Background: an optimization exercise with open tools, aiming at small area. Do not read the settings as production practice.
The RTL was checked by simulation tests, not by an equivalence proof against the original design.

== north ==
==> flow/design.v <==
package memory_sub_system_param;
    localparam byte WORD_SIZE           = 32;        
    localparam integer CACHE_SIZE       = 1024;      
    localparam byte CACHE_LINE_SIZE     = 16;        
    localparam integer NUM_CACHE_LINES  = CACHE_SIZE / CACHE_LINE_SIZE;
    localparam integer MEMORY_SIZE      = 64 * 1024;     
    localparam byte ADDR_LENGTH     = $clog2(MEMORY_SIZE);       
    localparam byte INDEX_LENGTH    = $clog2(NUM_CACHE_LINES);
    localparam byte TAG_LENGTH      = $clog2(MEMORY_SIZE / CACHE_SIZE);
    localparam byte OFFSET_LENGTH   = ADDR_LENGTH - INDEX_LENGTH - TAG_LENGTH;
endpackage
import memory_sub_system_param::*;
module tag_mem #(
    parameter byte TAG_LEN          = TAG_LENGTH,
    parameter integer NUM_CACHE_L   = NUM_CACHE_LINES
    )(
    input                       clk,
    input [NUM_CACHE_L-1:0]     we_line,     
    input [NUM_CACHE_L-1:0]     we_line_n,   
    input [TAG_LEN-1:0]         tag_in,
    output logic [NUM_CACHE_L-1:0][TAG_LEN-1:0] tag_memory
    );
    logic [NUM_CACHE_L-1:0][TAG_LEN-1:0] nxt;
    for (genvar i = 0; i < NUM_CACHE_L; i++) begin : g_line
        for (genvar b = 0; b < TAG_LEN; b++) begin : g_bit
            hold_cell hc (.we(we_line[i]), .we_n(we_line_n[i]), .d(tag_in[b]), .q(tag_memory[i][b]), .nxt(nxt[i][b]));
        end
    end
    always_ff @(posedge clk)
        tag_memory <= nxt;
endmodule
import memory_sub_system_param::*;
module valid_mem #(
    parameter integer NUM_CACHE_L   = NUM_CACHE_LINES
    )(
    input                       clk,
    input                       resetn,
    input [NUM_CACHE_L-1:0]     we_line,     
    output logic [NUM_CACHE_L-1:0] valid_memory
    );
    logic [NUM_CACHE_L-1:0] nxt;
    for (genvar i = 0; i < NUM_CACHE_L; i++) begin : g_line
        valid_cell vc (.resetn(resetn), .we(we_line[i]), .q(valid_memory[i]), .nxt(nxt[i]));
    end
    always_ff @(posedge clk)
        valid_memory <= nxt;
endmodule
module valid_cell (
    input  resetn,
    input  we,
    input  q,
    output nxt
    );
    assign nxt = resetn & (q | we);
endmodule
import memory_sub_system_param::*;
module cache #(
    parameter integer NUM_CACHE_L   = NUM_CACHE_LINES,
    parameter integer CACHE_L_SIZE  = CACHE_LINE_SIZE
    )(
    input                       clk,
    input [NUM_CACHE_L-1:0]     we_line,     
    input [NUM_CACHE_L-1:0]     we_line_n,   
    input [CACHE_L_SIZE-1:0]    din,
    output logic [NUM_CACHE_L-1:0][CACHE_L_SIZE-1:0] cache_memory
    );
    logic [NUM_CACHE_L-1:0][CACHE_L_SIZE-1:0] nxt;
    for (genvar i = 0; i < NUM_CACHE_L; i++) begin : g_line
        for (genvar b = 0; b < CACHE_L_SIZE; b++) begin : g_bit
            hold_cell hc (.we(we_line[i]), .we_n(we_line_n[i]), .d(din[b]), .q(cache_memory[i][b]), .nxt(nxt[i][b]));
        end
    end
    always_ff @(posedge clk)
        cache_memory <= nxt;
endmodule
module hold_cell (
    input  we,
    input  we_n,
    input  d,
    input  q,
    output nxt
    );
    assign nxt = (we & d) | (we_n & q);
endmodule
import memory_sub_system_param::*;
module dm_cache (
    input                       clk,
    input                       resetn,
    input                       write,
    input                       select,
    input  [INDEX_LENGTH-1:0]   index,
    input  [TAG_LENGTH-1:0]     tag_in,
    input  [CACHE_LINE_SIZE-1:0] mem_write,
    input  [CACHE_LINE_SIZE-1:0] mem_read,
    output logic [CACHE_LINE_SIZE-1:0] dout,
    output logic [TAG_LENGTH-1:0]     tag_out,
    output logic                      valid_out
    );
    localparam integer N = NUM_CACHE_LINES;
    localparam integer W = CACHE_LINE_SIZE + TAG_LENGTH + 1;    
    wire       wr = resetn & write;
    wire [3:0] pa = 4'b1 << index[1:0];
    wire [3:0] pb = 4'b1 << index[3:2];
    wire [3:0] pc = 4'b1 << index[5:4];
    wire [3:0] pcw = pc & {4{wr}};
    logic [N-1:0] line, we_line, we_line_n;
    for (genvar i = 0; i < N; i++) begin : g_dec
        assign line[i]    = pa[i%4] & pb[(i/4)%4] & pc[i/16];
        assign we_line[i] = pa[i%4] & pb[(i/4)%4] & pcw[i/16];
        assign we_line_n[i] = ~we_line[i];
    end
    logic [N-1:0][CACHE_LINE_SIZE-1:0] cache_memory;
    logic [N-1:0][TAG_LENGTH-1:0] tag_memory;
    logic [N-1:0]               valid_memory;
    cache c0 (
        .clk(clk),
        .we_line(we_line),
        .we_line_n(we_line_n),
        .din(select ? mem_read : mem_write),
        .cache_memory(cache_memory)
    );
    tag_mem tm0 (
        .clk(clk),
        .we_line(we_line),
        .we_line_n(we_line_n),
        .tag_in(tag_in),
        .tag_memory(tag_memory)
    );
    valid_mem vm0 (
        .clk(clk),
        .resetn(resetn),
        .we_line(we_line),
        .valid_memory(valid_memory)
    );
    logic [W-1:0] rd;
    for (genvar b = 0; b < W; b++) begin : g_col
        logic [N-1:0] col;
        for (genvar i = 0; i < N; i++) begin : g_row
            if (b < CACHE_LINE_SIZE)                 assign col[i] = cache_memory[i][b];
            else if (b < CACHE_LINE_SIZE+TAG_LENGTH) assign col[i] = tag_memory[i][b-CACHE_LINE_SIZE];
            else                                     assign col[i] = valid_memory[i];
        end
        logic [5:0] part;
        read_col rc (.sel(line), .col(col), .part(part));
        assign rd[b] = |part;
    end
    wire v = rd[W-1];
    always_ff @(posedge clk)
        if (resetn && !write) begin
            dout      <= rd[CACHE_LINE_SIZE-1:0] & {CACHE_LINE_SIZE{v}};
            tag_out   <= rd[W-2:CACHE_LINE_SIZE] & {TAG_LENGTH{v}};
            valid_out <= v;
        end
endmodule
module read_col (
    input  [63:0] sel,
    input  [63:0] col,
    output [5:0]  part
    );
    logic [21:0] n;      
    for (genvar k = 0; k < 21; k++) begin : g_aoi
        aoi222 a (.a0(sel[3*k]), .b0(col[3*k]), .a1(sel[3*k+1]), .b1(col[3*k+1]),
                  .a2(sel[3*k+2]), .b2(col[3*k+2]), .y(n[k]));
    end
    nand2 n63 (.a(sel[63]), .b(col[63]), .y(n[21]));
    for (genvar j = 0; j < 5; j++) begin : g_nand
        nand4 g (.a(n[4*j]), .b(n[4*j+1]), .c(n[4*j+2]), .d(n[4*j+3]), .y(part[j]));
    end
    nand2 n5 (.a(n[20]), .b(n[21]), .y(part[5]));
endmodule
module aoi222 (
    input  a0, b0, a1, b1, a2, b2,
    output y
    );
    assign y = ~((a0 & b0) | (a1 & b1) | (a2 & b2));
endmodule
module nand4 (
    input  a, b, c, d,
    output y
    );
    assign y = ~(a & b & c & d);
endmodule
module nand2 (
    input  a, b,
    output y
    );
    assign y = ~(a & b);
endmodule
==> flow/config.mk <==
export PLATFORM = sky130hd
export DESIGN_NAME = dm_cache
export DESIGN_NICKNAME = dm_cache
export VERILOG_FILES = /design/flow/design.v
export SDC_FILE = /design/flow/constraint.sdc
export NUM_CORES = 4
export LEC_CHECK = 0
export CAP_MARGIN = 20
export CORE_MARGIN = 2
export CORE_UTILIZATION = 70
export PLACE_DENSITY = 0.75
export SLEW_MARGIN = 20
export SYNTH_HIERARCHICAL = 1
export SYNTH_MINIMUM_KEEP_SIZE = 0
==> flow/constraint.sdc <==
create_clock -name core_clock -period 6.0 [get_ports {clk}]
set_input_delay 1.2000 -clock core_clock [delete_from_list [all_inputs] [get_ports {clk}]]
set_output_delay 1.2000 -clock core_clock [all_outputs]
set_load 0.01 [all_outputs]
standard.sh (not shown) runs the stock make flow with config.mk's settings and CLKGATE_MAP_FILE= SYNTH_SCRIPT=/design/flow/synth_recipe.tcl, a recipe that flattens the netlist after the stock synthesis.
==> flow/flow/run.sh <==
#!/bin/bash
# The standard layout (standard.sh: the standard flow's synthesis and ORFS flow), with two changes:
#  - port buffers use the smallest buffer cell instead of clkdlybuf4s50_1;
#  - the clock tree uses clkbuf_16 only, larger sink clusters and no dummy loads.
# make's full output goes to finish.log; each ORFS step keeps its own log under orfs/logs/.
set -euo pipefail
B=sky130_fd_sc_hd__clkbuf
bash standard.sh finish \
  "BUFFER_PORTS_ARGS=-buffer_cell sky130_fd_sc_hd__buf_1" \
  "CTS_ARGS=-sink_clustering_enable -repair_clock_nets -dont_use_dummy_load -sink_clustering_size 25 -sink_clustering_max_diameter 60 -buf_list ${B}_16" \
  > finish.log 2>&1
north completed end to end with timing, DRC and antenna clean.
For south, these inputs were changed with respect to north:
- setting CTS_CLUSTER_SIZE to 25 for the first time
- setting CTS_CLUSTER_DIAMETER to 60 for the first time
- setting CTS_BUF_LIST to sky130_fd_sc_hd__clkbuf_16 for the first time
==> flow/run.sh (new file) <==
#!/bin/bash
# synth_recipe.tcl (not shown) runs the flow's synth.tcl, then flattens the netlist and writes it again
# the make line also repeats each setting of config.mk as NAME=value (left out here)
make -C /OpenROAD-flow-scripts/flow DESIGN_CONFIG=/design/flow/config.mk WORK_HOME=/design/flow/orfs CLKGATE_MAP_FILE= SYNTH_SCRIPT=/design/flow/synth_recipe.tcl finish
removed: flow/flow/run.sh
removed: flow/standard.sh
--- outcome ---
- south did not stop at any stage, and its layout met the timing, DRC and antenna checks.
- Launch point of the worst path: index[2] -> south, index[4] -> north
- Pre-CTS setup slack | south below north
- Note that the maximum frequency recorded for south amounts to 0.856 times the value seen in north.
- Row transition time at the pin with the least slew margin: south higher / north lower
- Changes observed in south relative to north: half-perimeter wire length of the detailed placement result increased 0.87%, hold slack increased 0.0047 ns, global-route usage increased 0.44 points, detailed-route via count increased 190.
- Compared to north, south leaves less free space in the core.
- south vs. north: global-route wire length before repair picked up an extra about 1%, setup slack lost 0.74 ns.

[separate check: timing with driven ports]
In the flow no input, the clock included, has a driving cell. The finished layouts below were timed again as built, in two steps.
Step 1, drivers: a clkbuf_16 drives clk and a buf_2 each remaining input, both assumed.
Step 2 adds t to the input delays and takes it off the output delays; t is the mean of the earliest and latest rising clock arrival at the registers after step 1. Input paths then give back, and output paths get back, about the clock's delay inside the block.
Three values: ideal, step 1, step 2; two values: the first two.
| run | shift t [ns] | setup slack, ns | hold slack, ns |
|---|---|---|---|
| north | 0.718 | 1.597 / 1.558 / 0.841 | 0.458 / 0.458 / 0.458 |
| south | 0.748 | 0.854 / 0.905 / 0.156 | 0.463 / 0.463 / 0.463 |
After both steps setup and hold are still met in every run listed. The setup slack of north, which loses most, moves by -0.039 ns with the drivers and by -0.756 ns with both steps.
